Background: an optimization exercise with open tools, aiming at small area, a short achievable clock period and few clock cycles per item. Do not read the settings as production practice.
RTL that was checked went through simulation tests only; none was proved equivalent to the original.

==> flow/design.v <==
module SIMON_function
#(	parameter N = 32		)
 (	input logic [N-1:0] in,
	output logic [N-1:0] out	);
always_comb
begin
	out = ({in[N-2:0], in[N-1]} & {in[N-9:0], in[N-1:N-8]}) ^ {in[N-3:0], in[N-1:N-2]};
end
endmodule
module SIMON_round
#(	parameter N = 32		)
 (	input logic [2*N-1:0] block,
	input logic [N-1:0] key,
	output logic [2*N-1:0] out	);
logic [N-1:0] f;
SIMON_function #(N) func(.in(block[2*N-1:N]), .out(f));
always_comb
begin
	out[N-1:0] = block[2*N-1:N];
	out[2*N-1:N] = block[N-1:0] ^ key ^ f;
end
endmodule
module SIMON_keyexpansion
#(	parameter N = 32		)
 (	input logic [N-1:0] far, k1, k3,
	input logic zb,
	output logic [N-1:0] out		);
logic [N-1:0] t;
always_comb
begin
	t = {k1[2:0], k1[N-1:3]} ^ k3;
	t = t ^ {t[0], t[N-1:1]};
	out = ~far ^ t ^ {{(N-1){1'b0}}, zb} ^ 'd3;
end
endmodule
module SIMON_control
#(	parameter N = 32	)
 (	input logic clk, nR,
	input logic newData, newKey,
	input logic enc_dec, readData,
	input logic [2*N-1:0] plain,
	input logic [4*N-1:0] key,
	output logic ldData, ldKey,
	output logic doneData, doneKey,
	output logic [2*N-1:0] cipher	);
localparam logic [61:0] z = 62'b11110000101100111001010001001000000111101001100011010111011011;
localparam int LAST = 21;
typedef enum logic [2:0] {IDLE, S1, S2, KPASS, PASS} state;
state st;
logic [4:0] cnt;
logic hasblk;	 
logic kvalid;	 
logic enc;		 
logic [2*N-1:0] P;
logic [3:0][N-1:0] A, B;
logic last, run, goKey, goData;
state st_n;
logic doneKey_n, doneData_n;
logic last_n;
assign last_n = (cnt_n == LAST);
assign run = (st == KPASS) || (st == PASS);
assign goKey = newKey && ldKey;
assign goData = newData && ldData;
logic [2:0][2*N-1:0] r;
logic [1:0][N-1:0] rk;
assign rk[0] = enc ? A[2] : B[3];
assign rk[1] = enc ? A[3] : B[2];
assign r[0] = P;
genvar g;
generate
	for(g=0; g<2; g++)
	begin : rounds
		SIMON_round #(N) rd(.block(r[g]), .key(rk[g]), .out(r[g+1]));
	end
endgenerate
logic [5:0][N-1:0] af, bb;
logic [1:0] za, zbk, za_n, zbk_n;
logic [4:0] cb, cnt_n;
function automatic logic zc(input int i);
	zc = (i >= 0 && i < 62) ? z[i] : 1'b0;
endfunction
assign cnt_n = run ? (last ? 5'd0 : cnt + 5'd1) : 5'd0;
assign cb = (st_n == S1) ? 5'd20 : cnt_n;
always_comb
	for(int i=0; i<2; i++)
	begin
		za_n[i] = zc(2*cnt_n - 2 + i);
		zbk_n[i] = zc(39 - 2*cb - i);
	end
assign af[3:0] = A;
assign bb[5:2] = B;
generate
	for(g=0; g<2; g++)
	begin : ksteps
		SIMON_keyexpansion #(N) kf(.far(af[g]), .k1(af[g+3]), .k3(af[g+1]), .zb(za[g]), .out(af[g+4]));
		SIMON_keyexpansion #(N) kb(.far(bb[5-g]), .k1(bb[4-g]), .k3(bb[2-g]), .zb(zbk[g]), .out(bb[1-g]));
	end
endgenerate
always_comb
begin
	st_n = st;
	doneKey_n = doneKey || goKey;
	doneData_n = doneData && !readData;
	unique case(st)
	IDLE:
		if(goKey)	st_n = S1;
		else if(goData)	st_n = (!enc_dec && !kvalid) ? KPASS : PASS;
	S1:	st_n = S2;
	S2:	st_n = !hasblk ? IDLE : (!enc ? KPASS : PASS);
	KPASS:	if(last)	st_n = PASS;
	PASS:
		if(last)
		begin
			st_n = IDLE;
			doneData_n = 1'b1;
		end
	default:	st_n = IDLE;
	endcase
end
always_ff @(posedge clk, negedge nR)
begin
	if(~nR)
	begin
		st <= IDLE;
		cnt <= 'b0;
		hasblk <= 1'b0;
		kvalid <= 1'b0;
		enc <= 1'b0;
		doneKey <= 1'b0;
		doneData <= 1'b0;
		ldKey <= 1'b0;
		ldData <= 1'b0;
		last <= 1'b0;
		za <= 'b0;
		zbk <= 'b0;
	end
	else
	begin
		st <= st_n;
		doneKey <= doneKey_n;
		doneData <= doneData_n;
		ldKey <= (st_n == IDLE);
		ldData <= (st_n == IDLE) && doneKey_n && !doneData_n;
		cnt <= cnt_n;
		last <= last_n;
		za <= za_n;
		zbk <= zbk_n;
		if(goData)	enc <= enc_dec;
		if(st == IDLE)
		begin
			if(goKey)
			begin
				kvalid <= 1'b0;
				hasblk <= goData;
			end
		end
		if(run && last)	kvalid <= 1'b1;
	end
end
always_ff @(posedge clk)
begin
	if(goData)	P <= enc_dec ? plain : {plain[N-1:0], plain[2*N-1:N]};
	else if(st == PASS)	P <= (last && !enc) ? {r[2][N-1:0], r[2][2*N-1:N]} : r[2];
end
assign cipher = P;
always_ff @(posedge clk)
begin
	if(goKey)	B <= key;
	else if(st == S1)	B <= {B[1:0], bb[1:0]};
	else if(run)
	begin
		if(last)	B <= A;
		else if(kvalid)	B <= {B[1:0], bb[1:0]};
	end
end
always_ff @(posedge clk)
begin
	if(st == S2)	A <= B;
	else if(run)
	begin
		if(last)	A <= B;
		else	A <= af[5:2];
	end
end
endmodule
module SIMON_64128
#(	parameter N = 32,
	parameter M = 4		)
 (	input logic clk, nR,
	input logic newData, newKey,
	input logic enc_dec, readData,
	input logic [2*N-1:0] plain,
	input logic [M-1:0][N-1:0] key,
	output logic ldData, ldKey,
	output logic doneData, doneKey,
	output logic [2*N-1:0] cipher	);
SIMON_control #(N) control(.*);
endmodule
make LEC_CHECK=0 CAP_MARGIN=20 CORE_MARGIN=2 CORE_UTILIZATION=40 SETUP_SLACK_MARGIN=3.6 SLEW_MARGIN=20 SYNTH_HIERARCHICAL=1 finish   # period 6.0 ns
run.sh (not shown) runs the stock make flow with config.mk's settings and CLKGATE_MAP_FILE= SYNTH_SCRIPT=/design/flow/synth_recipe.tcl, a recipe that flattens the netlist after the stock synthesis.
Rerun with:
SETUP_SLACK_MARGIN = 3.9   (was 3.6)
SYNTH_HIERARCHICAL = default   (was 1)
What happened: Routed wire length goes up by 11%. Via count rose by 14%. Global-route usage rose by 3.8 points. Flip-flop and latch count does not change. Sequential share of layout area is lower by 0.96 points. Register-to-register slack is better by 40 ps. Setup slack gets better by 45 ps. Core utilization goes up by 6.5 points. Worst hold slack is better by 14 ps.
Rerun with:
SETUP_SLACK_MARGIN = 3.6   (was 3.9)
=> The new run finished clean; worst setup slack gets better by 18 ps; utilization goes down by 6.7 points; via count went down by a few percent; fmax climbs slightly; global-route usage shrinks by 1.3 points; routed wire length fell by roughly a tenth; worst hold slack is about the same; synthesized cell count is unchanged.
No run of this note included a check of the RTL's function; only the layout flow was run.

---

== run 3 ==
Another version of the RTL of SIMON_64128 (not shown whole).
For scale: roughly 3,400 cells after synthesis, about 270 I/O pins.
==> flow/config.mk <==
export PLATFORM = sky130hd
export DESIGN_NAME = SIMON_64128
export DESIGN_NICKNAME = SIMON_64128
export VERILOG_FILES = /design/flow/design.v
export SDC_FILE = /design/flow/constraint.sdc
export NUM_CORES = 4
export LEC_CHECK = 0
export ABC_CLOCK_PERIOD_IN_PS = 3000
export CAP_MARGIN = 20
export CORE_MARGIN = 2
export CORE_UTILIZATION = 40
export SETUP_SLACK_MARGIN = 3.0
export SLEW_MARGIN = 20
==> flow/constraint.sdc <==
create_clock -name core_clock -period 6.0 [get_ports {clk}]
set_input_delay 1.2000 -clock core_clock [delete_from_list [all_inputs] [get_ports {clk}]]
set_output_delay 1.2000 -clock core_clock [all_outputs]
set_load 0.01 [all_outputs]
Testbench counts of run 3, summed over its fixed seeds: cycles 5,458, blocks 480.
#### Input delta (run 2 over run 3)
diff --git a/flow/config.mk b/flow/config.mk
--- a/flow/config.mk
+++ b/flow/config.mk
@@ -8 +7,0 @@
-export ABC_CLOCK_PERIOD_IN_PS = 3000
@@ -12 +10,0 @@
-export SETUP_SLACK_MARGIN = 3.0
Notes after the runs:
- On detailed-route vias per instance, run 3 and run 2 are neck and neck.
- Per the comparison of run 2 with run 3, wire length per cell increased by about 1.6% relative to the old numbers, layout multi-input combinational cell count closely matched the old numbers.

---

Another version of the RTL of SIMON_64128 (not shown whole).
Size: ~2,500 cells after synthesis, about 340 flip-flops, roughly 270 I/O pins, ~22,000 um2 of cells after synthesis.
Settings: LEC_CHECK=0, CAP_MARGIN=20, CORE_MARGIN=2, CORE_UTILIZATION=40, GPL_ROUTABILITY_DRIVEN=0, PLACE_DENSITY=0.8, SETUP_SLACK_MARGIN=3.55, SLEW_MARGIN=20; clock period 6.0 ns.
standard.sh (not shown) runs the stock make flow with config.mk's settings and CLKGATE_MAP_FILE= SYNTH_SCRIPT=/design/flow/synth_recipe.tcl, a recipe that flattens the netlist after the stock synthesis.
==> flow/flow/run.sh <==
#!/bin/bash
# The standard layout (standard.sh, unchanged synthesis and steps), except that
# the port buffers placement inserts on every input and output are plain
# buffers (buf_2) instead of the delay cells buffer_ports picks by default;
# timing repair may still resize them.
set -euo pipefail
export BUFFER_PORTS_ARGS="-buffer_cell sky130_fd_sc_hd__buf_2"
bash standard.sh > standard.log 2>&1
The first run ran to the end with no violations.
Testbench counts at the start, summed over its fixed seeds: cycles 11,866, blocks 480.
Then changed:
==> flow/flow/run.sh (replaced) <==
#!/bin/bash
# The standard layout (standard.sh, unchanged synthesis and steps), except that
# the port buffers placement inserts on every input and output are plain
# buffers (buf_1) instead of the delay cells buffer_ports picks by default;
# timing repair may still resize them.
set -euo pipefail
export BUFFER_PORTS_ARGS="-buffer_cell sky130_fd_sc_hd__buf_1"
bash standard.sh > standard.log 2>&1
Settings changed: GPL_ROUTABILITY_DRIVEN 0 to not set, PLACE_DENSITY 0.8 to not set, SETUP_SLACK_MARGIN 3.55 to 3.3.
The new run produced a clean layout.
Die area stays the same.
Hold slack gets worse by 12 ps.
Area after synthesis does not change.
Global-route usage went up by 0.37 points.
Then changed:
==> flow/flow/run.sh (replaced) <==
#!/bin/bash
# The standard layout (standard.sh, unchanged synthesis and steps), except that
# the port buffers placement inserts on every input and output are plain
# buffers (buf_2) instead of the delay cells buffer_ports picks by default;
# timing repair may still resize them.
set -euo pipefail
export BUFFER_PORTS_ARGS="-buffer_cell sky130_fd_sc_hd__buf_2"
bash standard.sh > standard.log 2>&1
Settings changed: SETUP_SLACK_MARGIN 3.3 to 3.8.
Effect:
- via count grows by about 9%
- register-to-register slack gets better by 150 ps
- fmax grows by 6.0%
- routed wire length grows by about 10%
- cell count grows by 8.7%
- worst hold slack gets better by 22 ps
Then changed:
Settings changed: SETUP_SLACK_MARGIN 3.8 to 3.6.
Outcome:
- first-iteration DRC count increases by 13%
- critical path depth decreases by 7
- via count decreases by 3.6%
- wire length decreases by 2.8%
Then changed:
Settings changed: SETUP_SLACK_MARGIN 3.6 to 3.3.
Outcome: The new run completed with no timing, DRC or antenna violations. Register-to-register slack is worse by 180 ps. Sequential share of layout area climbs by 2.7 points. Worst setup slack is worse by 180 ps. Global-route usage drops by 1.6 points. Count of clock-buffer cells in the layout climbs by 9. Sequential cell count does not change. Routed wire length drops by 8.0%.
Then changed:
Settings changed: CTS_BUF_LIST set to sky130_fd_sc_hd__clkbuf_8, CTS_CLUSTER_SIZE set to 30, SETUP_SLACK_MARGIN 3.3 to 3.6.
=> The new run produced a clean layout; via count goes up by roughly a tenth; maximum frequency goes up by a few percent; area after synthesis stays the same.

## separate check: timing with driven ports
In the flow no input, the clock included, has a driving cell. The finished layouts below were timed again as built, in two steps.
Step 1 assumes that a clkbuf_16 drives the clock port and a buf_2 every other input.
Step 2 times the ports against the registers' clock, not the clock port: input delays grow and output delays shrink by t, the midpoint of the rising clock arrivals with the driver on.
Slacks: no drivers / after step 1 / after step 2; pairs: no drivers / after step 1.
| run | t, ns | setup slack, ns | clock arrival spread, ns | worst data-port slew with drivers (ns) | cell pins on the clock port's net |
|---|---|---|---|---|---|
| the first run of note 1 | 0.623 | 3.407 / 3.407 / 3.057 | 0.026 / 0.026 | 0.06 | 1 |
| the second run of note 1 | 0.628 | 3.452 / 3.452 / 2.952 | 0.018 / 0.018 | 0.10 | 1 |
| the third run of note 1 | 0.631 | 3.470 / 3.429 / 2.957 | 0.009 / 0.009 | 0.09 | 1 |
| run 3 | 0.695 | 2.471 / 2.471 / 2.310 | 0.044 / 0.044 | 0.06 | 1 |
| run 2 | 0.700 | 1.070 / 1.070 / 1.070 | 0.033 / 0.033 | 0.06 | 1 |
| the first run of note 3 | 0.597 | 3.428 / 3.411 / 3.160 | 0.013 / 0.013 | 0.11 | 1 |
| the second run of note 3 | 0.623 | 3.360 / 3.326 / 2.780 | 0.035 / 0.035 | 0.09 | 1 |
| the third run of note 3 | 0.625 | 3.509 / 3.463 / 3.132 | 0.023 / 0.023 | 0.05 | 1 |
| the fourth run of note 3 | 0.625 | 3.514 / 3.497 / 3.076 | 0.025 / 0.025 | 0.08 | 1 |
| the fifth run of note 3 | 0.624 | 3.335 / 3.335 / 2.751 | 0.022 / 0.022 | 0.05 | 1 |
| the sixth run of note 3 | 0.718 | 3.448 / 3.394 / 2.984 | 0.028 / 0.028 | 0.08 | 1 |
After both steps setup and hold are still met in every run listed. For the fifth run of note 3, which loses most, drivers alone change the setup slack by 0.000 ns; drivers and shift together by -0.584 ns.
